What follows belongs to an exercise in optimizing a design on an open flow for a short achievable clock period and few clock cycles; a production flow would make more cautious choices.
The RTL was checked by simulation tests, not by an equivalence proof against the original design.
Power figures rest on the tool's default switching activity, not on a simulated workload.

## flow/config.mk

```make
export PLATFORM = sky130hd
export DESIGN_NAME = miniRV
export DESIGN_NICKNAME = miniRV
export VERILOG_FILES = /design/flow/design.v
export SDC_FILE = /design/flow/constraint.sdc
export NUM_CORES = 4
export LEC_CHECK = 0
export CAP_MARGIN = 20
export CORE_MARGIN = 2
export CORE_UTILIZATION = 40
export SLEW_MARGIN = 20
```

## flow/constraint.sdc

```tcl
create_clock -name core_clock -period 9.5 [get_ports {clk}]
set_input_delay 1.9000 -clock core_clock [delete_from_list [all_inputs] [get_ports {clk}]]
set_output_delay 1.9000 -clock core_clock [all_outputs]
set_load 0.01 [all_outputs]
```

## flow/design.v

```verilog
module pc (
    input   wire                clk,
    input   wire                rst,
    input   wire                pause_i,
    input   wire                sel_i,
    input   wire[15:0]  br_addr_i,
    output  wire[15:0]  pc4_o,
    output  reg[15:0]   pc_o
);
assign pc4_o = pc_o + 4;
always @(posedge clk or posedge rst) begin
    if(rst) begin
        pc_o <= 16'h0000;
    end else if (pause_i == 1'b1) begin
        pc_o <= pc_o;
    end else if (sel_i == 1'b1)begin
        pc_o <= br_addr_i;
    end else begin
        pc_o <= pc_o + 4;
    end
end
endmodule  
module if_id (
    input   wire                clk,
    input   wire                rst,
    input   wire                pause_i,
    input   wire[15:0]  pc_i,
    input   wire[15:0]  pc4_i,
    input   wire[31:0]      inst_i,
    input   wire                flush_i,
    output  reg[15:0]   pc_o,
    output  reg[15:0]   pc4_o,
    output  reg[31:0]       inst_o
);
always @(posedge clk or posedge rst) begin
    if(rst) begin
        pc_o   <= 16'b0;
        pc4_o  <= 16'b0;
        inst_o <= 32'b0;
    end else if(flush_i) begin
        pc_o   <= 16'b0;
        pc4_o  <= 16'b0;
        inst_o <= 32'b0;
    end else if(pause_i == 1'b1) begin
        pc_o   <= pc_o;
        pc4_o  <= pc4_o;
        inst_o <= inst_o;
    end else begin
        pc_o   <= pc_i;
        pc4_o  <= pc4_i;
        inst_o <= inst_i;
    end
end
endmodule  
module regfile (
    input   wire                clk,
    input   wire                wen,
    input   wire[4:0]   waddr,
    input   wire[4:0]   raddr1,
    input   wire[4:0]   raddr2,
    input   wire[31:0]      wdata,
    output  wire[31:0]      data1_o,     
    output  wire[31:0]      data2_o      
);
reg [31:0]  regs[0:31];
assign  data1_o = (raddr1 == 5'b00000) ? 32'h0000_0000 
                  : (wen && raddr1 == waddr) ?  wdata
                  : regs[raddr1];
assign  data2_o = (raddr2 == 5'b00000) ? 32'h0000_0000 
                  : (wen && raddr2 == waddr) ?  wdata
                  : regs[raddr2];
always @(posedge clk) begin
    if(wen) begin
        regs[waddr] <= wdata;
    end else begin
        regs[0] <= 32'h0000_0000; 
    end
end
endmodule  
module ctrl (
    input   wire        rst,
    input   wire[6:0]   opcode,
    input   wire[2:0]   func3,
    input   wire[6:0]   func7,
    output  reg         inst_valid,
    output  reg[2:0]    imm_sel,
    output  reg         reg_wen,
    output  reg         op1_sel,
    output  reg         op2_sel,
    output  reg[1:0]    alu_sel,
    output  reg[3:0]    alu_op,
    output  reg         mem_wen,
    output  reg[1:0]    wb_sel,
    output  reg[2:0]    br_sel,
    output  wire        is_jalr_o
);
assign is_jalr_o = (opcode == 7'b1100111) && (func3 == 3'b000);
always @(*) begin
    if(rst) begin
        inst_valid = 1'b0;
        imm_sel    = 3'b000;
        reg_wen    = 1'b0;
        op1_sel    = 1'b0;
        op2_sel    = 1'b1;
        alu_sel    = 2'b00;
        alu_op     = 4'b0000;
        mem_wen    = 1'b0;
        wb_sel     = 2'b00;
        br_sel     = 3'b000;
    end
    else begin
        case (opcode)
            7'b0110011: begin
                case (func7[5]) 
                    1'b0: begin
                        case (func3)
                            3'b000: begin        
                                inst_valid = 1'b1;             
                                imm_sel    = 3'b000;
                                reg_wen    = 1'b1;
                                op1_sel    = 1'b1;
                                op2_sel    = 1'b0;
                                alu_sel    = 2'b01;
                                alu_op     = 4'b0001;
                                mem_wen    = 1'b0;
                                wb_sel     = 2'b10;
                                br_sel     = 3'b000;
                            end
                            3'b010: begin      
                                inst_valid = 1'b1;                 
                                imm_sel    = 3'b000;
                                reg_wen    = 1'b1;
                                op1_sel    = 1'b1;
                                op2_sel    = 1'b0;
                                alu_sel    = 2'b01;
                                alu_op     = 4'b1011;
                                mem_wen    = 1'b0;
                                wb_sel     = 2'b10;
                                br_sel     = 3'b000;
                            end
                            3'b011: begin     
                                inst_valid = 1'b1;                   
                                imm_sel    = 3'b000;
                                reg_wen    = 1'b1;
                                op1_sel    = 1'b1;
                                op2_sel    = 1'b0;
                                alu_sel    = 2'b01;
                                alu_op     = 4'b1100;
                                mem_wen    = 1'b0;
                                wb_sel     = 2'b10;
                                br_sel     = 3'b000;
                            end
                            3'b111: begin     
                                inst_valid = 1'b1;                  
                                imm_sel    = 3'b000;
                                reg_wen    = 1'b1;
                                op1_sel    = 1'b1;
                                op2_sel    = 1'b0;
                                alu_sel    = 2'b11;
                                alu_op     = 4'b1000;
                                mem_wen    = 1'b0;
                                wb_sel     = 2'b10;
                                br_sel     = 3'b000;
                            end
                            3'b110: begin    
                                inst_valid = 1'b1;               
                                imm_sel    = 3'b000;
                                reg_wen    = 1'b1;
                                op1_sel    = 1'b1;
                                op2_sel    = 1'b0;
                                alu_sel    = 2'b11;
                                alu_op     = 4'b1001;
                                mem_wen    = 1'b0;
                                wb_sel     = 2'b10;
                                br_sel     = 3'b000;
                            end
                            3'b100: begin     
                                inst_valid = 1'b1;                 
                                imm_sel    = 3'b000;
                                reg_wen    = 1'b1;
                                op1_sel    = 1'b1;
                                op2_sel    = 1'b0;
                                alu_sel    = 2'b11;
                                alu_op     = 4'b1010;
                                mem_wen    = 1'b0;
                                wb_sel     = 2'b10;
                                br_sel     = 3'b000;
                            end
                            3'b001: begin   
                                inst_valid = 1'b1;                    
                                imm_sel    = 3'b000;
                                reg_wen    = 1'b1;
                                op1_sel    = 1'b1;
                                op2_sel    = 1'b0;
                                alu_sel    = 2'b10;
                                alu_op     = 4'b0101;
                                mem_wen    = 1'b0;
                                wb_sel     = 2'b10;
                                br_sel     = 3'b000;
                            end
                            3'b101: begin    
                                inst_valid = 1'b1;                    
                                imm_sel    = 3'b000;
                                reg_wen    = 1'b1;
                                op1_sel    = 1'b1;
                                op2_sel    = 1'b0;
                                alu_sel    = 2'b10;
                                alu_op     = 4'b0110;
                                mem_wen    = 1'b0;
                                wb_sel     = 2'b10;
                                br_sel     = 3'b000;
                            end
                            default begin
                                inst_valid = 1'b0;
                                imm_sel    = 3'b000;
                                reg_wen    = 1'b0;
                                op1_sel    = 1'b0;
                                op2_sel    = 1'b1;
                                alu_sel    = 2'b00;
                                alu_op     = 4'b0000;
                                mem_wen    = 1'b0;
                                wb_sel     = 2'b00;
                                br_sel     = 3'b000;
                            end
                        endcase
                    end
                    1'b1: begin
                        case (func3)
                            3'b000: begin   
                                inst_valid = 1'b1;                    
                                imm_sel    = 3'b000;
                                reg_wen    = 1'b1;
                                op1_sel    = 1'b1;
                                op2_sel    = 1'b0;
                                alu_sel    = 2'b01;
                                alu_op     = 4'b0010;
                                mem_wen    = 1'b0;
                                wb_sel     = 2'b10;
                                br_sel     = 3'b000;
                            end
                            3'b101: begin
                                inst_valid = 1'b1;
                                imm_sel    = 3'b000;
                                reg_wen    = 1'b1;
                                op1_sel    = 1'b1;
                                op2_sel    = 1'b0;
                                alu_sel    = 2'b10;
                                alu_op     = 4'b0111;
                                mem_wen    = 1'b0;
                                wb_sel     = 2'b10;
                                br_sel     = 3'b000;
                            end
                            default begin
                                inst_valid = 1'b0;
                                imm_sel    = 3'b000;
                                reg_wen    = 1'b0;
                                op1_sel    = 1'b0;
                                op2_sel    = 1'b1;
                                alu_sel    = 2'b00;
                                alu_op     = 4'b0000;
                                mem_wen    = 1'b0;
                                wb_sel     = 2'b00;
                                br_sel     = 3'b000;
                            end
                        endcase
                    end
                    default begin
                        inst_valid = 1'b0;
                        imm_sel    = 3'b000;
                        reg_wen    = 1'b0;
                        op1_sel    = 1'b0;
                        op2_sel    = 1'b1;
                        alu_sel    = 2'b00;
                        alu_op     = 4'b0000;
                        mem_wen    = 1'b0;
                        wb_sel     = 2'b00;
                        br_sel     = 3'b000;
                    end
                endcase
            end
            7'b0010011: begin
                case (func3)
                    3'b000: begin       
                        inst_valid = 1'b1;                 
                        imm_sel    = 3'b001;
                        reg_wen    = 1'b1;
                        op1_sel    = 1'b1;
                        op2_sel    = 1'b1;
                        alu_sel    = 2'b01;
                        alu_op     = 4'b0001;
                        mem_wen    = 1'b0;
                        wb_sel     = 2'b10;
                        br_sel     = 3'b000;
                    end
                    3'b010: begin       
                        inst_valid = 1'b1;                
                        imm_sel    = 3'b001;
                        reg_wen    = 1'b1;
                        op1_sel    = 1'b1;
                        op2_sel    = 1'b1;
                        alu_sel    = 2'b01;
                        alu_op     = 4'b1011;
                        mem_wen    = 1'b0;
                        wb_sel     = 2'b10;
                        br_sel     = 3'b000;
                    end
                    3'b011: begin      
                        inst_valid = 1'b1;                  
                        imm_sel    = 3'b001;
                        reg_wen    = 1'b1;
                        op1_sel    = 1'b1;
                        op2_sel    = 1'b1;
                        alu_sel    = 2'b01;
                        alu_op     = 4'b1100;
                        mem_wen    = 1'b0;
                        wb_sel     = 2'b10;
                        br_sel     = 3'b000;
                    end
                    3'b111: begin     
                        inst_valid = 1'b1;                  
                        imm_sel    = 3'b001;
                        reg_wen    = 1'b1;
                        op1_sel    = 1'b1;
                        op2_sel    = 1'b1;
                        alu_sel    = 2'b11;
                        alu_op     = 4'b1000;
                        mem_wen    = 1'b0;
                        wb_sel     = 2'b10;
                        br_sel     = 3'b000;
                    end
                    3'b110: begin        
                        inst_valid = 1'b1;                
                        imm_sel    = 3'b001;
                        reg_wen    = 1'b1;
                        op1_sel    = 1'b1;
                        op2_sel    = 1'b1;
                        alu_sel    = 2'b11;
                        alu_op     = 4'b1001;
                        mem_wen    = 1'b0;
                        wb_sel     = 2'b10;
                        br_sel     = 3'b000;
                    end 
                    3'b100: begin     
                        inst_valid = 1'b1;                  
                        imm_sel    = 3'b001;
                        reg_wen    = 1'b1;
                        op1_sel    = 1'b1;
                        op2_sel    = 1'b1;
                        alu_sel    = 2'b11;
                        alu_op     = 4'b1010;
                        mem_wen    = 1'b0;
                        wb_sel     = 2'b10;
                        br_sel     = 3'b000;
                    end
                    3'b001: begin     
                        inst_valid = 1'b1;                  
                        imm_sel    = 3'b001;
                        reg_wen    = 1'b1;
                        op1_sel    = 1'b1;
                        op2_sel    = 1'b1;
                        alu_sel    = 2'b10;
                        alu_op     = 4'b0101;
                        mem_wen    = 1'b0;
                        wb_sel     = 2'b10;
                        br_sel     = 3'b000;
                    end
                    3'b101: begin   
                        inst_valid = 1'b1;                    
                        imm_sel    = 3'b001;
                        reg_wen    = 1'b1;
                        op1_sel    = 1'b1;
                        op2_sel    = 1'b1;
                        alu_sel    = 2'b10;
                        mem_wen    = 1'b0;
                        wb_sel     = 2'b10;
                        br_sel     = 3'b000;
                        if(func7[5]) begin
                            alu_op = 4'b0111;
                        end else begin
                            alu_op = 4'b0110;
                        end
                    end
                    default begin
                        inst_valid = 1'b0;
                        imm_sel    = 3'b000;
                        reg_wen    = 1'b0;
                        op1_sel    = 1'b0;
                        op2_sel    = 1'b1;
                        alu_sel    = 2'b00;
                        alu_op     = 4'b0000;
                        mem_wen    = 1'b0;
                        wb_sel     = 2'b00;
                        br_sel     = 3'b000;
                    end
                endcase
            end
            7'b0000011: begin
                case (func3)
                    3'b010: begin
                        inst_valid = 1'b1;
                        imm_sel    = 3'b001;
                        reg_wen    = 1'b1;
                        op1_sel    = 1'b1;
                        op2_sel    = 1'b1;
                        alu_sel    = 2'b01;
                        alu_op     = 4'b0001;
                        mem_wen    = 1'b0;
                        wb_sel     = 2'b11;
                        br_sel     = 3'b000;
                    end
                    default begin
                        inst_valid = 1'b0;
                        imm_sel    = 3'b000;
                        reg_wen    = 1'b0;
                        op1_sel    = 1'b0;
                        op2_sel    = 1'b1;
                        alu_sel    = 2'b00;
                        alu_op     = 4'b0000;
                        mem_wen    = 1'b0;
                        wb_sel     = 2'b00;
                        br_sel     = 3'b000;
                    end
                endcase
            end
            7'b1100111: begin
                if(func3 == 3'b000) begin
                        inst_valid = 1'b1;                       
                        imm_sel    = 3'b001;
                        reg_wen    = 1'b1;
                        op1_sel    = 1'b0;
                        op2_sel    = 1'b1;
                        alu_sel    = 2'b00;
                        alu_op     = 4'b0000;
                        mem_wen    = 1'b0;
                        wb_sel     = 2'b01;
                        br_sel     = 3'b111;
                end else begin     
                    inst_valid = 1'b0;
                    imm_sel    = 3'b000;
                    reg_wen    = 1'b0;
                    op1_sel    = 1'b0;
                    op2_sel    = 1'b1;
                    alu_sel    = 2'b00;
                    alu_op     = 4'b0000;
                    mem_wen    = 1'b0;
                    wb_sel     = 2'b00;
                    br_sel     = 3'b000;
                end
            end
            7'b0100011: begin
                case (func3)
                    3'b010: begin
                        inst_valid = 1'b1;
                        imm_sel    = 3'b010;
                        reg_wen    = 1'b0;
                        op1_sel    = 1'b1;
                        op2_sel    = 1'b1;
                        alu_sel    = 2'b01;
                        alu_op     = 4'b0001;
                        mem_wen    = 1'b1;
                        wb_sel     = 2'b00;
                        br_sel     = 3'b000;
                    end
                    default begin     
                        inst_valid = 1'b0;
                        imm_sel    = 3'b000;
                        reg_wen    = 1'b0;
                        op1_sel    = 1'b0;
                        op2_sel    = 1'b1;
                        alu_sel    = 2'b00;
                        alu_op     = 4'b0000;
                        mem_wen    = 1'b0;
                        wb_sel     = 2'b00;
                        br_sel     = 3'b000;
                    end
                endcase
            end
            7'b1100011: begin
                case (func3)
                    3'b000: begin
                        inst_valid = 1'b1;
                        imm_sel    = 3'b011;
                        reg_wen    = 1'b0;
                        op1_sel    = 1'b0;
                        op2_sel    = 1'b1;
                        alu_sel    = 2'b01;
                        alu_op     = 4'b0001;
                        mem_wen    = 1'b0;
                        wb_sel     = 2'b00;
                        br_sel     = 3'b001;
                    end
                    3'b001: begin
                        inst_valid = 1'b1;
                        imm_sel    = 3'b011;
                        reg_wen    = 1'b0;
                        op1_sel    = 1'b0;
                        op2_sel    = 1'b1;
                        alu_sel    = 2'b01;
                        alu_op     = 4'b0001;
                        mem_wen    = 1'b0;
                        wb_sel     = 2'b00;
                        br_sel     = 3'b010;
                    end
                    3'b100: begin
                        inst_valid = 1'b1;
                        imm_sel    = 3'b011;
                        reg_wen    = 1'b0;
                        op1_sel    = 1'b0;
                        op2_sel    = 1'b1;
                        alu_sel    = 2'b01;
                        alu_op     = 4'b0001;
                        mem_wen    = 1'b0;
                        wb_sel     = 2'b00;
                        br_sel     = 3'b011;
                    end
                    3'b110: begin
                        inst_valid = 1'b1;
                        imm_sel    = 3'b011;
                        reg_wen    = 1'b0;
                        op1_sel    = 1'b0;
                        op2_sel    = 1'b1;
                        alu_sel    = 2'b01;
                        alu_op     = 4'b0001;
                        mem_wen    = 1'b0;
                        wb_sel     = 2'b00;
                        br_sel     = 3'b100;
                    end
                    3'b101: begin
                        inst_valid = 1'b1;
                        imm_sel    = 3'b011;
                        reg_wen    = 1'b0;
                        op1_sel    = 1'b0;
                        op2_sel    = 1'b1;
                        alu_sel    = 2'b01;
                        alu_op     = 4'b0001;
                        mem_wen    = 1'b0;
                        wb_sel     = 2'b00;
                        br_sel     = 3'b101;
                    end
                    3'b111: begin 
                        inst_valid = 1'b1;   
                        imm_sel    = 3'b011;
                        reg_wen    = 1'b0;
                        op1_sel    = 1'b0;
                        op2_sel    = 1'b1;
                        alu_sel    = 2'b01;
                        alu_op     = 4'b0001;
                        mem_wen    = 1'b0;
                        wb_sel     = 2'b00;
                        br_sel     = 3'b110;
                    end
                    default begin   
                        inst_valid = 1'b0;
                        imm_sel    = 3'b000;
                        reg_wen    = 1'b0;
                        op1_sel    = 1'b0;
                        op2_sel    = 1'b1;
                        alu_sel    = 2'b00;
                        alu_op     = 4'b0000;
                        mem_wen    = 1'b0;
                        wb_sel     = 2'b00;
                        br_sel     = 3'b000;
                    end
                endcase
            end
            7'b0110111: begin
                inst_valid = 1'b1;
                imm_sel    = 3'b100;
                reg_wen    = 1'b1;
                op1_sel    = 1'b1;
                op2_sel    = 1'b1;
                alu_sel    = 2'b01;
                alu_op     = 4'b0011;
                mem_wen    = 1'b0;
                wb_sel     = 2'b10;
                br_sel     = 3'b000;
            end
            7'b0010111: begin       
                inst_valid = 1'b1;      
                imm_sel    = 3'b100;
                reg_wen    = 1'b1;
                op1_sel    = 1'b0;
                op2_sel    = 1'b1;
                alu_sel    = 2'b01;
                alu_op     = 4'b0001;
                mem_wen    = 1'b0;
                wb_sel     = 2'b10;
                br_sel     = 3'b000;
            end
            7'b1101111: begin
                inst_valid = 1'b1;
                imm_sel    = 3'b101;
                reg_wen    = 1'b1;
                op1_sel    = 1'b0;
                op2_sel    = 1'b1;
                alu_sel    = 2'b01;
                alu_op     = 4'b0001;
                mem_wen    = 1'b0;
                wb_sel     = 2'b01;
                br_sel     = 3'b111;
            end
            default begin
                inst_valid = 1'b0;
                imm_sel    = 3'b000;
                reg_wen    = 1'b0;
                op1_sel    = 1'b0;
                op2_sel    = 1'b1;
                alu_sel    = 2'b00;
                alu_op     = 4'b0000;
                mem_wen    = 1'b0;
                wb_sel     = 2'b00;
                br_sel     = 3'b000;
            end
        endcase
    end
end
endmodule  
module imm_gen (
    input   wire            rst,
    input   wire[2:0]       sel_i,
    input   wire[31:7]      data_i,
    output  reg[31:0]   imm_o
);
always @(*) begin
    if(rst) begin
        imm_o = 32'h0000_0000;
    end else begin
        case (sel_i)
            3'b001: begin
                imm_o = { { 20{data_i[31]} }, data_i[31:20]};
            end
            3'b010: begin
                imm_o = { { 20{data_i[31]} } , data_i[31:25], data_i[11:7]};
            end
            3'b011: begin
                imm_o = { { 20{data_i[31]} } , data_i[7], data_i[30:25], data_i[11:8], 1'b0};
            end
            3'b100: begin
                imm_o = { data_i[31:12], 12'b0};
            end
            3'b101: begin
                imm_o = {  { 12{data_i[31]} }, data_i[19:12], data_i[20], data_i[30:21], 1'b0 };
            end
            default begin
                imm_o = 32'h0000_0000;
            end
        endcase
    end
end
endmodule  
module branch (
    input   wire            rst,
    input   wire[2:0]       sel_i,
    input   wire[31:0]  data1_i,
    input   wire[31:0]  data2_i,
    input   wire[15:0]      pc_i,
    input   wire[15:0]      imm_i,
    input   wire            is_jalr_i,
    output  wire[15:0]      br_addr_o,
    output  reg             pc_sel_o
);
assign br_addr_o = (is_jalr_i) ? (data1_i + imm_i) : pc_i + imm_i;
wire[31:0] data_sub = data1_i + ( ~data2_i + 1 );
wire data1_eq_data2 = (data1_i == data2_i);
wire data1_lt_data2 = ( (sel_i == 3'b011) || (sel_i == 3'b101) ) ?
                            (  ( data1_i[31] && !data2_i[31])
                            || ( data1_i[31] &&  data2_i[31] && data_sub[31])
                            || (!data1_i[31] && !data2_i[31] && data_sub[31]) )
                            :  ( data1_i < data2_i );
always @(*) begin
    if(rst) begin
        pc_sel_o = 1'b0;
    end else begin
        case (sel_i)
            3'b001: begin
                pc_sel_o = data1_eq_data2;
            end
            3'b010: begin
                pc_sel_o = ~data1_eq_data2;
            end          
            3'b011,3'b100: begin
                pc_sel_o = data1_lt_data2;
            end     
            3'b101,3'b110: begin
                pc_sel_o = ~data1_lt_data2;
            end
            3'b111: begin
                pc_sel_o = 1'b1;
            end
            default begin
                pc_sel_o = 1'b0;
            end
        endcase
    end
end
endmodule  
module id (
    input   wire                rst,
    input   wire[31:0]      inst_i,
    input   wire[31:0]      rdata1_i,
    input   wire[31:0]      rdata2_i,
    input   wire[15:0]          pc_i,
    output  wire                inst_valid_o,
    output  wire                pc_sel_o,
    output  wire[15:0]          br_addr_o,
    output  wire                reg_wen_o,
    output  wire[4:0]   reg_waddr_o,
    output  wire[31:0]      op1_o,
    output  wire[31:0]      op2_o,
    output  wire[1:0]           alu_sel_o,
    output  wire[3:0]           alu_op_o,
    output  wire                mem_wen_o,
    output  wire[31:0]      mem_wdata_o,
    output  wire[1:0]           wb_sel_o,
    input   wire                ex_wen_i,
    input   wire[4:0]   ex_waddr_i,
    input   wire[31:0]      ex_wdata_i,
    input   wire                mem_wen_i,
    input   wire[4:0]   mem_waddr_i,
    input   wire[31:0]      mem_wdata_i,
    output  wire                op1_sel_o,
    output  wire[4:0]   raddr1_o,
    output  wire                op2_sel_o,
    output  wire[4:0]   raddr2_o
);
wire[2:0]    ctrl_imm_sel_o;
wire         ctrl_op1_sel_o;
wire         ctrl_op2_sel_o;
wire[2:0]    ctrl_br_sel_o;
wire         ctrl_is_jalr_o;
wire[31:0]  immgen_imm_o;
wire    reg1_ex_forward = (ex_wen_i == 1'b1) && (ex_waddr_i == inst_i[19:15]);
wire    reg1_mem_forward = (mem_wen_i == 1'b1) && (mem_waddr_i == inst_i[19:15]);
wire    reg2_ex_forward = (ex_wen_i == 1'b1) && (ex_waddr_i == inst_i[24:20]);
wire    reg2_mem_forward = (mem_wen_i == 1'b1) && (mem_waddr_i == inst_i[24:20]);
wire[31:0]    reg1_data = (inst_i[19:15] == 5'b00000) ? 32'h0000_0000 
                                : (reg1_ex_forward == 1'b1) ? ex_wdata_i
                                : (reg1_mem_forward == 1'b1) ? mem_wdata_i
                                : rdata1_i ;
wire[31:0]    reg2_data = (inst_i[24:20] == 5'b00000) ? 32'h0000_0000
                                : (reg2_ex_forward == 1'b1) ? ex_wdata_i
                                : (reg2_mem_forward == 1'b1) ? mem_wdata_i
                                : rdata2_i ;
assign op1_o = (ctrl_op1_sel_o == 1'b0) ? {16'b0,pc_i} 
                : reg1_data;
assign op2_o = (ctrl_op2_sel_o == 1'b1) ? immgen_imm_o 
                : reg2_data;
ctrl u_ctrl(
    .rst(rst),
    .opcode(inst_i[6:0]),
    .func3(inst_i[14:12]),
    .func7(inst_i[31:25]),
    .inst_valid(inst_valid_o),
    .imm_sel(ctrl_imm_sel_o),
    .reg_wen(reg_wen_o),
    .op1_sel(ctrl_op1_sel_o),
    .op2_sel(ctrl_op2_sel_o),
    .alu_sel(alu_sel_o),
    .alu_op(alu_op_o),
    .mem_wen(mem_wen_o),
    .wb_sel(wb_sel_o),
    .br_sel(ctrl_br_sel_o),
    .is_jalr_o(ctrl_is_jalr_o)
);
imm_gen u_imm_gen(
    .rst(rst),
    .sel_i(ctrl_imm_sel_o),
    .data_i(inst_i[31:7]),
    .imm_o(immgen_imm_o)
);
branch u_branch(
    .rst(rst),
    .sel_i(ctrl_br_sel_o),
    .data1_i(reg1_data),
    .data2_i(reg2_data),
    .pc_i(pc_i),
    .imm_i(immgen_imm_o[15:0]),
    .is_jalr_i(ctrl_is_jalr_o),
    .pc_sel_o(pc_sel_o),
    .br_addr_o(br_addr_o)
);
assign reg_waddr_o = inst_i[11:7];
assign mem_wdata_o = reg2_data;
wire uses_rs1 = (inst_i[6:0] == 7'b0110011)  || (inst_i[6:0] == 7'b0010011) ||
                (inst_i[6:0] == 7'b0000011) || (inst_i[6:0] == 7'b1100111) ||
                (inst_i[6:0] == 7'b0100011)  || (inst_i[6:0] == 7'b1100011);
wire uses_rs2 = (inst_i[6:0] == 7'b0110011)  || (inst_i[6:0] == 7'b0100011)  ||
                (inst_i[6:0] == 7'b1100011);
assign op1_sel_o = uses_rs1 ? 1'b1 : 1'b0;
assign raddr1_o  = inst_i[19:15];
assign op2_sel_o = uses_rs2 ? 1'b0 : 1'b1;
assign raddr2_o  = inst_i[24:20]; 
endmodule  
module id_ex (
    input   wire                clk,
    input   wire                rst,
    input   wire                pause_i,
    input   wire                inst_valid_i,
    input   wire[31:0]      op1_i,
    input   wire[31:0]      op2_i,
    input   wire[1:0]           alu_sel_i,
    input   wire[3:0]           alu_op_i,
    input   wire                reg_wen_i,
    input   wire[4:0]   reg_waddr_i,
    input   wire[1:0]           wb_sel_i,
    input   wire[15:0]  pc_i,
    input   wire[15:0]  pc4_i,
    input   wire                mem_wen_i,
    input   wire[31:0]      mem_wdata_i,
    output  reg                 inst_valid_o,
    output  reg[31:0]       op1_o,
    output  reg[31:0]       op2_o,
    output  reg[1:0]            alu_sel_o,
    output  reg[3:0]            alu_op_o,
    output  reg                 reg_wen_o,
    output  reg[4:0]    reg_waddr_o,
    output  reg[1:0]            wb_sel_o,
    output  reg[15:0]   pc_o,
    output  reg[15:0]   pc4_o,
    output  reg                 mem_wen_o,
    output  reg[31:0]       mem_wdata_o
);
always @(posedge clk or posedge rst) begin
    if(rst) begin
        inst_valid_o <= 1'b0;
        op1_o        <= 32'h0000_0000;
        op2_o        <= 32'h0000_0000;
        alu_sel_o    <= 2'b00;
        alu_op_o     <= 4'b0000;
        reg_wen_o    <= 1'b0;
        reg_waddr_o  <= 5'b00000;
        wb_sel_o     <= 2'b00;
        pc_o         <= 16'h0000;
        pc4_o        <= 16'h0000;
        mem_wen_o    <= 1'b0;
        mem_wdata_o  <= 1'b0;
    end else if(pause_i == 1'b1) begin
        inst_valid_o <= 1'b0;
        op1_o        <= 32'h0000_0000;
        op2_o        <= 32'h0000_0000;
        alu_sel_o    <= 2'b00;
        alu_op_o     <= 4'b0000;
        reg_wen_o    <= 1'b0;
        reg_waddr_o  <= 5'b00000;
        wb_sel_o     <= 2'b00;
        pc_o         <= 16'h0000;
        pc4_o        <= 16'h0000;
        mem_wen_o    <= 1'b0;
        mem_wdata_o  <= 1'b0;
    end else begin
        inst_valid_o <= inst_valid_i;
        op1_o        <= op1_i;
        op2_o        <= op2_i;
        alu_sel_o    <= alu_sel_i;
        alu_op_o     <= alu_op_i;
        reg_wen_o    <= reg_wen_i;
        reg_waddr_o  <= reg_waddr_i;
        wb_sel_o     <= wb_sel_i;
        pc_o         <= pc_i;
        pc4_o        <= pc4_i;
        mem_wen_o    <= mem_wen_i;
        mem_wdata_o  <= mem_wdata_i;
    end
end
endmodule  
module alu (
    input   wire            rst,
    input   wire[31:0]  num1_i,
    input   wire[31:0]  num2_i,
    input   wire[1:0]       sel,    
    input   wire[3:0]       op,     
    output  reg[31:0]       result_o
);
reg[31:0]   result_arith;
reg[31:0]   result_shift;
reg[31:0]   result_logic;
wire[31:0] num_add = num1_i + num2_i;
wire[31:0] num_sub = num1_i + ( ~num2_i + 1 );
wire num1_eq_num2 = (num1_i == num2_i);
wire num1_lt_num2 = ( op == 4'b1011) ?
                            (  ( num1_i[31] && !num2_i[31])
                            || ( num1_i[31] &&  num2_i[31] && num_sub[31])
                            || (!num1_i[31] && !num2_i[31] && num_sub[31]) )
                            :  ( num1_i < num2_i );
always @(*) begin
    if(rst) begin
        result_arith = 32'h0000_0000;
    end else begin
        case (op)
            4'b0001: begin
                result_arith = num_add;
            end
            4'b0010: begin
                result_arith = num_sub;
            end
            4'b0011: begin
                result_arith = num2_i;
            end
            4'b1011,4'b1100: begin
                result_arith = num1_lt_num2;
            end
            default begin
                result_arith = 32'h0000_0000;
            end        
        endcase
    end
end
always @(*) begin
    if(rst) begin
        result_shift = 32'h0000_0000;
    end else begin
        case (op)
            4'b0101: begin
                result_shift = num1_i << num2_i[4:0];
            end
            4'b0110: begin
                result_shift = num1_i >> num2_i[4:0];
            end
            4'b0111: begin
                result_shift = $signed( num1_i ) >>> num2_i[4:0];
            end
            default begin
                result_shift = 32'h0000_0000;
            end
        endcase
    end
end
always @(*) begin
    if(rst) begin
        result_logic = 32'h0000_0000;
    end else begin
        case (op)
            4'b1000: begin
                result_logic = num1_i & num2_i;
            end
            4'b1001: begin
                result_logic = num1_i | num2_i;
            end
            4'b1010: begin
                result_logic = num1_i ^ num2_i;
            end
            default begin
                result_logic = 32'h0000_0000;
            end
        endcase
    end 
end
always @(*) begin
    case (sel)
        2'b01: begin
            result_o = result_arith;
        end
        2'b11: begin
            result_o = result_logic;
        end
        2'b10: begin
            result_o = result_shift;
        end
        default begin
            result_o = 32'h0000_0000;
        end
    endcase
end
endmodule  
module ex (      
    input  wire                 rst,
    input  wire                 inst_valid_i,
    input  wire[31:0]       op1_i,
    input  wire[31:0]       op2_i,
    input  wire[1:0]            alu_sel_i,
    input  wire[3:0]            alu_op_i,
    input  wire                 reg_wen_i,
    input  wire[4:0]    reg_waddr_i,
    input  wire[1:0]            wb_sel_i,
    input  wire[15:0]   pc_i,
    input  wire[15:0]   pc4_i,
    input  wire                 mem_wen_i,
    input  wire[31:0]       mem_wdata_i, 
    output wire                 inst_valid_o,
    output wire                 mem_wen_o,
    output wire[31:0]       mem_wdata_o,
    output wire                 reg_wen_o,
    output wire[4:0]    reg_waddr_o,
    output wire[31:0]       alu_result_o,
    output wire[1:0]            wb_sel_o,
    output wire[15:0]           pc_o,
    output wire[15:0]           pc4_o,
    output wire[31:0]       data_forward_o
);
assign inst_valid_o = inst_valid_i;
assign mem_wen_o = mem_wen_i;
assign mem_wdata_o = mem_wdata_i;
assign reg_wen_o = reg_wen_i;
assign reg_waddr_o = reg_waddr_i;
assign wb_sel_o = wb_sel_i;
assign pc_o  = pc_i;
assign pc4_o = pc4_i;
alu u_alu(
    .rst(rst),
    .num1_i(op1_i),
    .num2_i(op2_i),
    .sel(alu_sel_i),
    .op(alu_op_i),
    .result_o(alu_result_o)
);
assign data_forward_o = wb_sel_i == (2'b01) ? {16'b0,pc4_i} : alu_result_o;
endmodule  
module ex_mem (
    input   wire                clk,
    input   wire                rst,
    input   wire                pause_i, 
    input   wire                inst_valid_i,
    input   wire                mem_wen_i,
    input   wire[31:0]      mem_wdata_i,
    input   wire                reg_wen_i,
    input   wire[4:0]   reg_waddr_i,
    input   wire[31:0]      alu_result_i,
    input   wire[1:0]           wb_sel_i, 
    input   wire[15:0]          pc_i,
    input   wire[15:0]          pc4_i,
    output   reg                inst_valid_o,
    output   reg                mem_wen_o,
    output   reg[31:0]      mem_wdata_o,
    output   reg                reg_wen_o,
    output   reg[4:0]   reg_waddr_o,
    output   reg[31:0]      alu_result_o,
    output   reg[1:0]           wb_sel_o,
    output   reg[15:0]          pc_o,
    output   reg[15:0]          pc4_o
);
always @(posedge clk or posedge rst) begin
    if(rst) begin
        inst_valid_o <= 1'b0;
        mem_wen_o    <= 1'b0;
        mem_wdata_o  <= 32'h0000_0000;
        reg_wen_o    <= 1'b0;
        reg_waddr_o  <= 5'b00000;
        alu_result_o <= 32'h0000_0000;
        wb_sel_o     <= 2'b00;
        pc_o         <= 16'h0000;
        pc4_o        <= 16'h0000;
    end else if(pause_i == 1'b1) begin
        inst_valid_o <= 1'b0;
        mem_wen_o    <= 1'b0;
        mem_wdata_o  <= 32'h0000_0000;
        reg_wen_o    <= 1'b0;
        reg_waddr_o  <= 5'b00000;
        alu_result_o <= 32'h0000_0000;
        wb_sel_o     <= 2'b00;
        pc_o         <= 16'h0000;
        pc4_o        <= 16'h0000;
    end else begin
        inst_valid_o <= inst_valid_i;
        mem_wen_o    <= mem_wen_i;
        mem_wdata_o  <= mem_wdata_i;
        reg_wen_o    <= reg_wen_i;
        reg_waddr_o  <= reg_waddr_i;
        alu_result_o <= alu_result_i;
        wb_sel_o     <= wb_sel_i;
        pc_o         <= pc_i;
        pc4_o        <= pc4_i;
    end
end
endmodule  
module mem (
    input   wire[31:0]      alu_result_i,
    input   wire[1:0]           wb_sel_i,
    input   wire[15:0]          pc4_i,
    input   wire[31:0]      dm_data_i,
    output  wire[31:0]      reg_wdata_o
);
assign  reg_wdata_o = (wb_sel_i == 2'b10) ? alu_result_i
                        : (wb_sel_i == 2'b01) ? pc4_i
                        : (wb_sel_i == 2'b11) ? dm_data_i
                        : 32'h0000_0000;
endmodule  
module mem_wb (
    input   wire                clk,
    input   wire                rst,
    input   wire                pause_i, 
    input   wire                inst_valid_i,
    input   wire                reg_wen_i,
    input   wire[4:0]   reg_waddr_i,
    input   wire[31:0]      reg_wdata_i,
    input   wire[15:0]          pc_i,
    output  reg                 inst_valid_o,
    output  reg                 reg_wen_o,
    output  reg[4:0]    reg_waddr_o,
    output  reg[31:0]       reg_wdata_o,
    output  reg[15:0]           pc_o
);
always @(posedge clk or posedge rst) begin
    if(rst) begin
        inst_valid_o <= 1'b0;
        reg_wen_o    <= 1'b0;
        reg_waddr_o  <= 5'b00000;
        reg_wdata_o  <= 32'h0000_0000;
        pc_o         <= 16'h0000;
    end else if(pause_i == 1'b1) begin
        inst_valid_o <= 1'b0;
        reg_wen_o    <= 1'b0;
        reg_waddr_o  <= 5'b00000;
        reg_wdata_o  <= 32'h0000_0000;
        pc_o         <= 16'h0000;
    end else begin
        inst_valid_o <= inst_valid_i;
        reg_wen_o    <= reg_wen_i;
        reg_waddr_o  <= reg_waddr_i;
        reg_wdata_o  <= reg_wdata_i;
        pc_o         <= pc_i;
    end
end
endmodule  
module bubble (
    input   wire                rst,
    input   wire                ex_wen_i,
    input   wire[1:0]           ex_wb_sel_i,
    input   wire[4:0]   ex_reg_waddr_i,
    input   wire                id_op1_sel_i,
    input   wire[4:0]   id_raddr1_i,
    input   wire                id_op2_sel_i,
    input   wire[4:0]   id_raddr2_i,
    output  reg                 pc_pause_o,
    output  reg                 ifid_pause_o,
    output  reg                 idex_pause_o,
    output  reg                 exmem_pause_o,
    output  reg                 memwb_pause_o
);
wire    lu_pause = (ex_wen_i == 1'b1) && ( ex_wb_sel_i == 2'b11 ) 
                && ( ( id_op1_sel_i == 1'b1 && id_raddr1_i == ex_reg_waddr_i)
                    || (id_op2_sel_i == 1'b0 && id_raddr2_i == ex_reg_waddr_i) );
always @(*) begin
    if(rst) begin
        pc_pause_o    = 1'b0; 
        ifid_pause_o  = 1'b0;
        idex_pause_o  = 1'b0;
        exmem_pause_o = 1'b0;
        memwb_pause_o = 1'b0;
    end else if(lu_pause) begin
        pc_pause_o    = 1'b1; 
        ifid_pause_o  = 1'b1;
        idex_pause_o  = 1'b1;
        exmem_pause_o = 1'b0;
        memwb_pause_o = 1'b0;
    end else begin
        pc_pause_o    = 1'b0; 
        ifid_pause_o  = 1'b0;
        idex_pause_o  = 1'b0;
        exmem_pause_o = 1'b0;
        memwb_pause_o = 1'b0;
    end
end
endmodule  
module miniRV (
    input   wire                clk,
    input   wire                rst,
    input   wire[31:0]      inst_i,
    input   wire[31:0]      mem_rdata_i,
    output  wire[13:0]   inst_addr_o,
    output  wire[15:0]          mem_addr_o,
    output  wire                mem_wen_o,
    output  wire[31:0]      mem_wdata_o,
    output          debug_wb_have_inst,    
    output [31:0]   debug_wb_pc,           
    output          debug_wb_ena,          
    output [4:0]    debug_wb_reg,          
    output [31:0]   debug_wb_value         
);
wire                pc_sel_i;
wire                id_pc_sel_o;
wire[15:0]          pc_br_addr_i;
wire[15:0]  pc_pc_o;
wire[15:0]  pc_pc4_o;
assign inst_addr_o = pc_pc_o[15:2];
wire[15:0]          ifid_pc_o;
wire[15:0]          ifid_pc4_o;
wire[31:0]      ifid_inst_o;
wire                idex_inst_valid_i;
wire[31:0]      idex_op1_i;
wire[31:0]      idex_op2_i;
wire[1:0]           idex_alu_sel_i;
wire[3:0]           idex_alu_op_i;
wire                idex_reg_wen_i;
wire[4:0]   idex_reg_waddr_i;
wire[1:0]           idex_wb_sel_i;
wire                idex_mem_wen_i;
wire[31:0]      idex_mem_wdata_i;
wire[31:0]      idex_op1_o;
wire[31:0]      idex_op2_o;
wire[1:0]           idex_alu_sel_o;
wire[3:0]           idex_alu_op_o;
wire                idex_reg_wen_o;
wire[4:0]   idex_reg_waddr_o;
wire[1:0]           idex_wb_sel_o;
wire[15:0]  idex_pc_o;
wire[15:0]  idex_pc4_o;
wire                idex_mem_wen_o;
wire[31:0]      idex_mem_wdata_o;
wire[31:0]      ex_data_forward_o;
wire                exmem_inst_valid_i;
wire                exmem_mem_wen_i;
wire[31:0]      exmem_mem_wdata_i;
wire                exmem_reg_wen_i;
wire[4:0]   exmem_reg_waddr_i;
wire[31:0]      exmem_alu_result_i;
wire[1:0]           exmem_wb_sel_i;
wire[15:0]          exmem_pc4_i;
wire                exmem_inst_valid_o;
wire                exmem_reg_wen_o;
wire[4:0]   exmem_reg_waddr_o;
wire[31:0]      exmem_alu_result_o;
wire[1:0]           exmem_wb_sel_o;
wire[15:0]          exmem_pc4_o;
wire[15:0]          exmem_pc_i;
wire[15:0]          exmem_pc_o;
wire                memwb_reg_wen_i;
wire[4:0]   memwb_reg_waddr_i;
wire[31:0]      memwb_reg_wdata_i;
wire[15:0]          trace_pc; 
wire                regfile_wen_i;
wire[31:0]      regfile_wdata_i;
wire[4:0]   regfile_waddr_i;
wire[4:0]   regfile_raddr1_i;
wire[4:0]   regfile_raddr2_i;
wire[31:0]      regfile_data1_o;
wire[31:0]      regfile_data2_o;
wire[31:0]      alu_num1_i;
wire[31:0]      alu_num2_i;
wire[1:0]           alu_sel_i;    
wire[5:0]           alu_op_i;     
wire                bubble_id_op1_sel_i;
wire[4:0]   bubble_id_raddr1_i;
wire                bubble_id_op2_sel_i;
wire[4:0]   bubble_id_raddr2_i;
wire                bubble_pc_pause_o;
wire                bubble_ifid_pause_o;
wire                bubble_idex_pause_o;
wire                bubble_exmem_pause_o;
wire                bubble_memwb_pause_o;
pc u_pc(
    .clk(clk),
    .rst(rst),
    .pause_i(bubble_pc_pause_o),
    .sel_i(pc_sel_i),
    .br_addr_i(pc_br_addr_i),
    .pc4_o(pc_pc4_o),
    .pc_o(pc_pc_o)
);
if_id u_if_id(
    .clk(clk),
    .rst(rst),
    .pause_i(bubble_ifid_pause_o),
    .pc_i(pc_pc_o),
    .pc4_i(pc_pc4_o),
    .inst_i(inst_i),
    .flush_i(pc_sel_i),
    .pc_o(ifid_pc_o),
    .pc4_o(ifid_pc4_o),
    .inst_o(ifid_inst_o)
);
regfile u_regfile(
    .clk(clk),
    .wen(regfile_wen_i),
    .waddr(regfile_waddr_i),
    .raddr1(ifid_inst_o[19:15]),
    .raddr2(ifid_inst_o[24:20]),
    .wdata(regfile_wdata_i),
    .data1_o(regfile_data1_o),
    .data2_o(regfile_data2_o)
);
id u_id(
    .rst(rst),
    .inst_i(ifid_inst_o),
    .rdata1_i(regfile_data1_o),
    .rdata2_i(regfile_data2_o),
    .pc_i(ifid_pc_o),
    .pc_sel_o(id_pc_sel_o),
    .br_addr_o(pc_br_addr_i),
    .reg_wen_o(idex_reg_wen_i),
    .reg_waddr_o(idex_reg_waddr_i),
    .inst_valid_o(idex_inst_valid_i),
    .op1_o(idex_op1_i),
    .op2_o(idex_op2_i),
    .alu_sel_o(idex_alu_sel_i),
    .alu_op_o(idex_alu_op_i),
    .mem_wen_o(idex_mem_wen_i),
    .mem_wdata_o(idex_mem_wdata_i),
    .wb_sel_o(idex_wb_sel_i),
    .ex_wen_i(exmem_reg_wen_i),
    .ex_waddr_i(exmem_reg_waddr_i),
    .ex_wdata_i(ex_data_forward_o),
    .mem_wen_i(exmem_reg_wen_o),
    .mem_waddr_i(exmem_reg_waddr_o),
    .mem_wdata_i(memwb_reg_wdata_i),
    .op1_sel_o(bubble_id_op1_sel_i),
    .raddr1_o(bubble_id_raddr1_i),
    .op2_sel_o(bubble_id_op2_sel_i),
    .raddr2_o(bubble_id_raddr2_i)
);
wire idex_inst_valid_o;
id_ex u_id_ex(
    .clk(clk),
    .rst(rst),
    .pause_i(bubble_idex_pause_o),
    .inst_valid_i(idex_inst_valid_i),
    .op1_i(idex_op1_i),
    .op2_i(idex_op2_i),
    .alu_sel_i(idex_alu_sel_i),
    .alu_op_i(idex_alu_op_i),
    .reg_wen_i(idex_reg_wen_i),
    .reg_waddr_i(idex_reg_waddr_i),
    .wb_sel_i(idex_wb_sel_i),
    .pc_i(ifid_pc_o),
    .pc4_i(ifid_pc4_o),
    .mem_wen_i(idex_mem_wen_i),
    .mem_wdata_i(idex_mem_wdata_i),
    .inst_valid_o(idex_inst_valid_o),
    .op1_o(idex_op1_o),
    .op2_o(idex_op2_o),
    .alu_sel_o(idex_alu_sel_o),
    .alu_op_o(idex_alu_op_o),
    .reg_wen_o(idex_reg_wen_o),
    .reg_waddr_o(idex_reg_waddr_o),
    .wb_sel_o(idex_wb_sel_o),
    .pc_o(idex_pc_o),
    .pc4_o(idex_pc4_o),
    .mem_wen_o(idex_mem_wen_o),
    .mem_wdata_o(idex_mem_wdata_o)
);
ex u_ex(
    .rst(rst),
    .inst_valid_i(idex_inst_valid_o),
    .op1_i(idex_op1_o),
    .op2_i(idex_op2_o),
    .alu_sel_i(idex_alu_sel_o),
    .alu_op_i(idex_alu_op_o),
    .reg_wen_i(idex_reg_wen_o),
    .reg_waddr_i(idex_reg_waddr_o),
    .wb_sel_i(idex_wb_sel_o),
    .pc_i(idex_pc_o),
    .pc4_i(idex_pc4_o),
    .mem_wen_i(idex_mem_wen_o),
    .mem_wdata_i(idex_mem_wdata_o),
    .inst_valid_o(exmem_inst_valid_i),
    .mem_wen_o(exmem_mem_wen_i),
    .mem_wdata_o(exmem_mem_wdata_i),
    .reg_wen_o(exmem_reg_wen_i),
    .reg_waddr_o(exmem_reg_waddr_i),
    .alu_result_o(exmem_alu_result_i),
    .wb_sel_o(exmem_wb_sel_i),
    .pc_o(exmem_pc_i),
    .pc4_o(exmem_pc4_i),
    .data_forward_o(ex_data_forward_o)
);
ex_mem u_ex_mem(
    .clk(clk),
    .rst(rst),
    .pause_i(bubble_exmem_pause_o),
    .inst_valid_i(exmem_inst_valid_i),
    .mem_wen_i(exmem_mem_wen_i),
    .mem_wdata_i(exmem_mem_wdata_i),
    .reg_wen_i(exmem_reg_wen_i),
    .reg_waddr_i(exmem_reg_waddr_i),
    .alu_result_i(exmem_alu_result_i),
    .wb_sel_i(exmem_wb_sel_i), 
    .pc4_i(exmem_pc4_i),
    .inst_valid_o(exmem_inst_valid_o),
    .mem_wen_o(mem_wen_o),
    .mem_wdata_o(mem_wdata_o),
    .reg_wen_o(exmem_reg_wen_o),
    .reg_waddr_o(exmem_reg_waddr_o),
    .alu_result_o(exmem_alu_result_o),
    .wb_sel_o(exmem_wb_sel_o), 
    .pc4_o(exmem_pc4_o),
    .pc_i(exmem_pc_i),
    .pc_o(exmem_pc_o)
);
mem u_mem(
    .alu_result_i(exmem_alu_result_o),
    .wb_sel_i(exmem_wb_sel_o),
    .pc4_i(exmem_pc4_o),
    .dm_data_i(mem_rdata_i),
    .reg_wdata_o(memwb_reg_wdata_i)
);
mem_wb u_mem_wb(
    .clk(clk),
    .rst(rst),
    .pause_i(bubble_memwb_pause_o),
    .inst_valid_i(exmem_inst_valid_o),
    .reg_wen_i(exmem_reg_wen_o),
    .reg_waddr_i(exmem_reg_waddr_o),
    .reg_wdata_i(memwb_reg_wdata_i),
    .inst_valid_o(debug_wb_have_inst),
    .reg_wen_o(regfile_wen_i),
    .reg_waddr_o(regfile_waddr_i),
    .reg_wdata_o(regfile_wdata_i),
    .pc_i(exmem_pc_o),
    .pc_o(trace_pc)
);
bubble u_bubble(
    .rst(rst),
    .ex_wen_i(idex_reg_wen_o),
    .ex_wb_sel_i(idex_wb_sel_o),
    .ex_reg_waddr_i(idex_reg_waddr_o),
    .id_op1_sel_i(bubble_id_op1_sel_i),
    .id_raddr1_i(bubble_id_raddr1_i),
    .id_op2_sel_i(bubble_id_op2_sel_i),
    .id_raddr2_i(bubble_id_raddr2_i),
    .pc_pause_o(bubble_pc_pause_o),
    .ifid_pause_o(bubble_ifid_pause_o),
    .idex_pause_o(bubble_idex_pause_o),
    .exmem_pause_o(bubble_exmem_pause_o),
    .memwb_pause_o(bubble_memwb_pause_o)
);
assign mem_addr_o = exmem_alu_result_o[15:0];
assign pc_sel_i = id_pc_sel_o & ~bubble_pc_pause_o;
assign debug_wb_pc        = {16'b0,trace_pc};
assign debug_wb_ena       = regfile_wen_i;
assign debug_wb_reg       = regfile_waddr_i;
assign debug_wb_value     = regfile_wdata_i;
endmodule  
```

## flow/run.sh

```bash
#!/bin/bash
# synth_recipe.tcl (not shown) runs the flow's synth.tcl, then flattens the netlist and writes it again
# the make line also repeats each setting of config.mk as NAME=value (left out here)
make -C /OpenROAD-flow-scripts/flow DESIGN_CONFIG=/design/flow/config.mk WORK_HOME=/design/flow/orfs CLKGATE_MAP_FILE= SYNTH_SCRIPT=/design/flow/synth_recipe.tcl finish
```

==> summary.txt <==
[power by group]
group | leakage [nW] | internal, mW | total (mW) | switching (mW)
clock | 2.55 | 3.62 | 6.23 | 2.61
combinational | 13.1 | 0.595 | 1.46 | 0.860
sequential | 15.7 | 6.65 | 6.90 | 0.250
[layer usage]
metal / routed length (um) / GRT usage [%] / part of all wire, %
met5: 93 / 0 / 0.031
met4: 23700 / 20.5 / 8.0
met3: 23000 / 5.35 / 7.8
met2: 143000 / 49.9 / 48
met1: 105000 / 36.9 / 36
[cell usage in the layout, fill, tap and decap left out, types with 39 or more instances in the layout]
cell             synthesis  layout
clkbuf_16                0     156
ha_1                   145     145
a21oi_1                258     257
mux2i_1                140     140
o21ai_0                214     214
mux4_2                 695     695
dfrtp_1                379     362
and2_1                 113     109
inv_1                  119     119
a21o_1                  39      39
nor2_1                 310     276
nand3_1                 77      74
mux2_2                  55      55
a211oi_1                67      67
edfxtp_1              1024    1024
buf_4                   48     178
nor2b_1                 47      46
nor3_1                  67      64
o31ai_1                 39      39
nand2_1                312     312
clkdlybuf4s50_1          0     183
xnor2_1                 46      46
a22o_1                  80      80
o211ai_1                49      49
[metrics by stage]
stage,util [%],area (um^2),worst slack (ns),hold slack [ns],total power [mW]
detailed placement,43.0,80600,0.564,0.335,8.45
CTS,45.8,85800,0.943,0.337,14.6
global placement,43.0,80600,0.688,0.332,8.46
global route,45.8,85900,0.272,0.350,15.0
floorplan,-,75600,0.588,0.331,7.81
finish,45.8,85900,0.774,0.334,14.6
[logic make-up (layout without fill, tap and decap cells)]
kind of cell | count (synthesis) | after routing | share of synthesized area (%)
multiplexers | 892 | 892 | 23.5
AO/OA/AOI/OAI | 1053 | 1053 | 9.29
XOR/XNOR | 76 | 76 | 0.882
adder cells (fa/ha/maj) | 151 | 151 | 2.55
flip-flops | 1403 | 1403 | 53.3
AND/OR/NAND/NOR | 1135 | 1135 | 7.28
other | 1 | 25 | 0.00497
buffers and inverters | 562 | 791 | 3.25
[state kept, by name, summed over array words and instances (netlist names), 32 cells and up]
register,count
u_regfile.regs,1024
u_ex_mem.alu_result_o,32
u_ex_mem.mem_wdata_o,32
u_id_ex.mem_wdata_o,32
u_id_ex.op1_o,32
u_id_ex.op2_o,32
u_if_id.inst_o,32
u_mem_wb.reg_wdata_o,32
[critical path, delay by kind of cell, from the launching register on]
kind | cells | cell delay, ns
adders and majority gates | 4 | 1.42
AOI/OAI and AO/OA | 22 | 4.52
DFF | 1 | 0.63
muxes | 2 | 0.41
and+or+nand+nor | 9 | 0.89
buffers and inverters | 4 | 0.72
[area by class of cell]
| class | instances | area, um^2 |
|---|---|---|
| multi-input combinational | 3323 | 33200 |
| tap | 2495 | 3120 |
| inverter | 125 | 495 |
| sequential | 1403 | 40300 |
| antenna | 9 | 22.5 |
| clock inverter | 94 | 1090 |
| fill | 16300 | 102000 |
| timing repair buffer | 381 | 3580 |
| clock buffer | 191 | 4130 |
[path summary, 6_finish.rpt]
path,to,slack (ns),from,depth (start not counted)
worst max register to register,u_pc.pc_o[4],0.77,u_id_ex.op1_o[6],41
max in group asynchronous,u_ex_mem.mem_wdata_o[31],5.71,rst,4
worst max-delay path,u_pc.pc_o[4],0.77,u_id_ex.op1_o[6],41
min in group asynchronous,u_id_ex.mem_wdata_o[7],1.74,rst,2
worst min register to register,u_ex_mem.mem_wdata_o[1],0.33,u_id_ex.mem_wdata_o[1],0
worst min-delay path,u_ex_mem.mem_wdata_o[1],0.33,u_id_ex.mem_wdata_o[1],0
==> impl_metrics.prom <==
# TYPE chip_impl_metric gauge
chip_impl_info{name="outcome",value="timing/DRC/antenna clean"} 1
chip_impl_metric{name="area.growth.synth_to_final",unit="%"} 13.8
chip_impl_metric{name="clock_latency_reported_for_the_late_side_of_the_worst_skew_pair",unit="ns"} 0.83
chip_impl_info{name="most_frequent_cell_on_critical_path",value="nor2_1"} 1
chip_impl_metric{name="largest_net_degree_at_the_start_of_global_routing",unit=""} 197
chip_impl_metric{name="cts_inserted_buffers",unit=""} 153
chip_impl_metric{name="synthesis.area",unit="um^2"} 75500
chip_impl_metric{name="floorplan.io_pins",unit=""} 200
chip_impl_metric{name="setup_violating_endpoint_count_in_the_final_report",unit=""} 0
chip_impl_metric{name="routed_wire_length_per_instance",unit="um"} 36.8
chip_impl_metric{name="maxcap_violations",unit=""} 0
chip_impl_metric{name="cts_max_level",unit=""} 4
chip_impl_metric{name="finalWorstPathRequiredPeriod",unit="ns"} 8.73
chip_impl_metric{name="dr.pass1.iters",unit=""} 7
chip_impl_metric{name="wirelength",unit="mm"} 295
chip_impl_info{name="post-synth-top-count-cell",value="edfxtp_1"} 1
chip_impl_metric{name="grt-ovfl-total",unit=""} 0
chip_impl_info{name="cts_tree",value="yes"} 1
chip_impl_metric{name="avg_inst_size_synth",unit="um^2"} 14.3
chip_impl_metric{name="antenna_found_initial",unit=""} 21
chip_impl_info{name="unrepaired_setup_endpoints_after_global_routing",value="no"} 1
chip_impl_metric{name="placement_rows",unit=""} 159
chip_impl_metric{name="maxSlewViolCount",unit=""} 0
chip_impl_metric{name="power.ir.vdd_worst",unit="mV"} 0.143
chip_impl_info{name="yosys-top-cells-count",value="edfxtp_1, mux4_2, dfrtp_1"} 1
chip_impl_metric{name="fmax",unit="MHz"} 115
chip_impl_metric{name="place.port_buffers",unit=""} 183
chip_impl_metric{name="syn-instance-count",unit=""} 5273
chip_impl_metric{name="drc",unit=""} 0
chip_impl_info{name="cp-start-kind",value="register"} 1
chip_impl_metric{name="p_leak",unit="nW"} 31.4
chip_impl_metric{name="ys.warnings.count",unit=""} 11
chip_impl_metric{name="die-area",unit="um^2"} 192000
chip_impl_metric{name="core_region_area",unit="um^2"} 188000
chip_impl_metric{name="start_util",unit="%"} 40.2
chip_impl_metric{name="synth-edff-count",unit=""} 1024
chip_impl_metric{name="post_cts_resized",unit=""} 0
chip_impl_metric{name="clock_tree.buffer_depth",unit=""} 3
chip_impl_metric{name="stdcell_count",unit=""} 8021
chip_impl_info{name="critPathSlowestCell",value="a221oi_1"} 1
chip_impl_metric{name="cts.sinks",unit=""} 1403
chip_impl_metric{name="worst_slew_pin_slew",unit="ns"} 1.12
chip_impl_metric{name="chipHeight",unit="um"} 438
chip_impl_metric{name="drtIter0Drc",unit=""} 7160
chip_impl_info{name="crit_type",value="register to register"} 1
chip_impl_metric{name="finalNetCount",unit=""} 5603
chip_impl_info{name="dominantRegCellSynth",value="edfxtp_1"} 1
chip_impl_metric{name="yosysTopAreaCellShare",unit="%"} 40.7
chip_impl_metric{name="critical_path_peak_fanout",unit=""} 39
chip_impl_metric{name="arrival",unit="ns"} 9.42
chip_impl_metric{name="timing.final.hold_violations",unit=""} 0
chip_impl_info{name="hold_path.class",value="register to register"} 1
chip_impl_info{name="worst_setup_path_end_kind",value="register"} 1
chip_impl_metric{name="fin_skew",unit="ns"} 0.0296
chip_impl_metric{name="detailedPlacementHpwl",unit="mm"} 200
chip_impl_metric{name="power.density_cell_area",unit="nW/um^2"} 170
chip_impl_metric{name="post-cts-setup-buffer-count",unit=""} 0
chip_impl_metric{name="place_inst",unit=""} 7725
chip_impl_metric{name="postCtsHoldBufs",unit=""} 0
chip_impl_metric{name="yosys.cell_types.count",unit=""} 101
chip_impl_metric{name="first_global_vias",unit=""} 52000
chip_impl_info{name="cts.root.buffer_cell",value="clkbuf_16"} 1
chip_impl_metric{name="period_share",unit="%"} 91.8
chip_impl_metric{name="synthArstFlopShare",unit="%"} 27.0
chip_impl_metric{name="critPathMaxStageDelay",unit="ns"} 0.68
chip_impl_metric{name="tns",unit="ns"} 0
chip_impl_metric{name="yosysSeqAreaShare",unit="%"} 53.3
chip_impl_metric{name="postRouteAntennaNets",unit=""} 0
chip_impl_metric{name="timing.critical_path.required",unit="ns"} 10.19
chip_impl_metric{name="vias",unit=""} 52400
chip_impl_metric{name="gr_usage_total",unit="%"} 30.4
chip_impl_metric{name="first_pass_grt_wire_length",unit="mm"} 411
chip_impl_info{name="post-synth-top-area-cell",value="edfxtp_1"} 1
chip_impl_metric{name="final_layout_size_suffix_gt1_share",unit="%"} 23.5
chip_impl_info{name="netlist_top_cells_area",value="edfxtp_1, mux4_2, dfrtp_1, ha_1, mux2i_1"} 1
chip_impl_metric{name="ys_seq_elements",unit=""} 1403
chip_impl_metric{name="dieWidth",unit="um"} 438
chip_impl_metric{name="cts.reportedPaths.clkPinSlew",unit="ns"} 0.06
chip_impl_metric{name="via_to_cell_ratio",unit=""} 6.54
chip_impl_metric{name="gpl.final_weighted_congestion",unit=""} 1.04
chip_impl_metric{name="worst_slew_margin_rel",unit="%"} 24.6

[static timing again, ports no longer ideal]
In the flow no input, the clock included, has a driving cell. The finished layout below was timed again as built, in two steps.
Step 1, drivers: a clkbuf_16 drives clk and a buf_2 each remaining input, both assumed.
Step 2 moves the port delays by t, midway between the first and last clock arrival at a register: inputs arrive t later, outputs are due t later. That takes back most of the time a late clock gives input paths.
a / b / c = ideal / step 1 / step 2; a / b = the first two.
t, ns: 0.909
setup slack, ns: 0.774 / 0.774 / 0.394
worst hold slack (ns): 0.334 / 0.334 / 0.334
worst data-port slew with drivers (ns): 0.06
cell pins on the clock port's net: 1
After both steps setup and hold are still met in this run. The setup slack of this run moves by 0.000 ns with the drivers and by -0.380 ns with both steps.
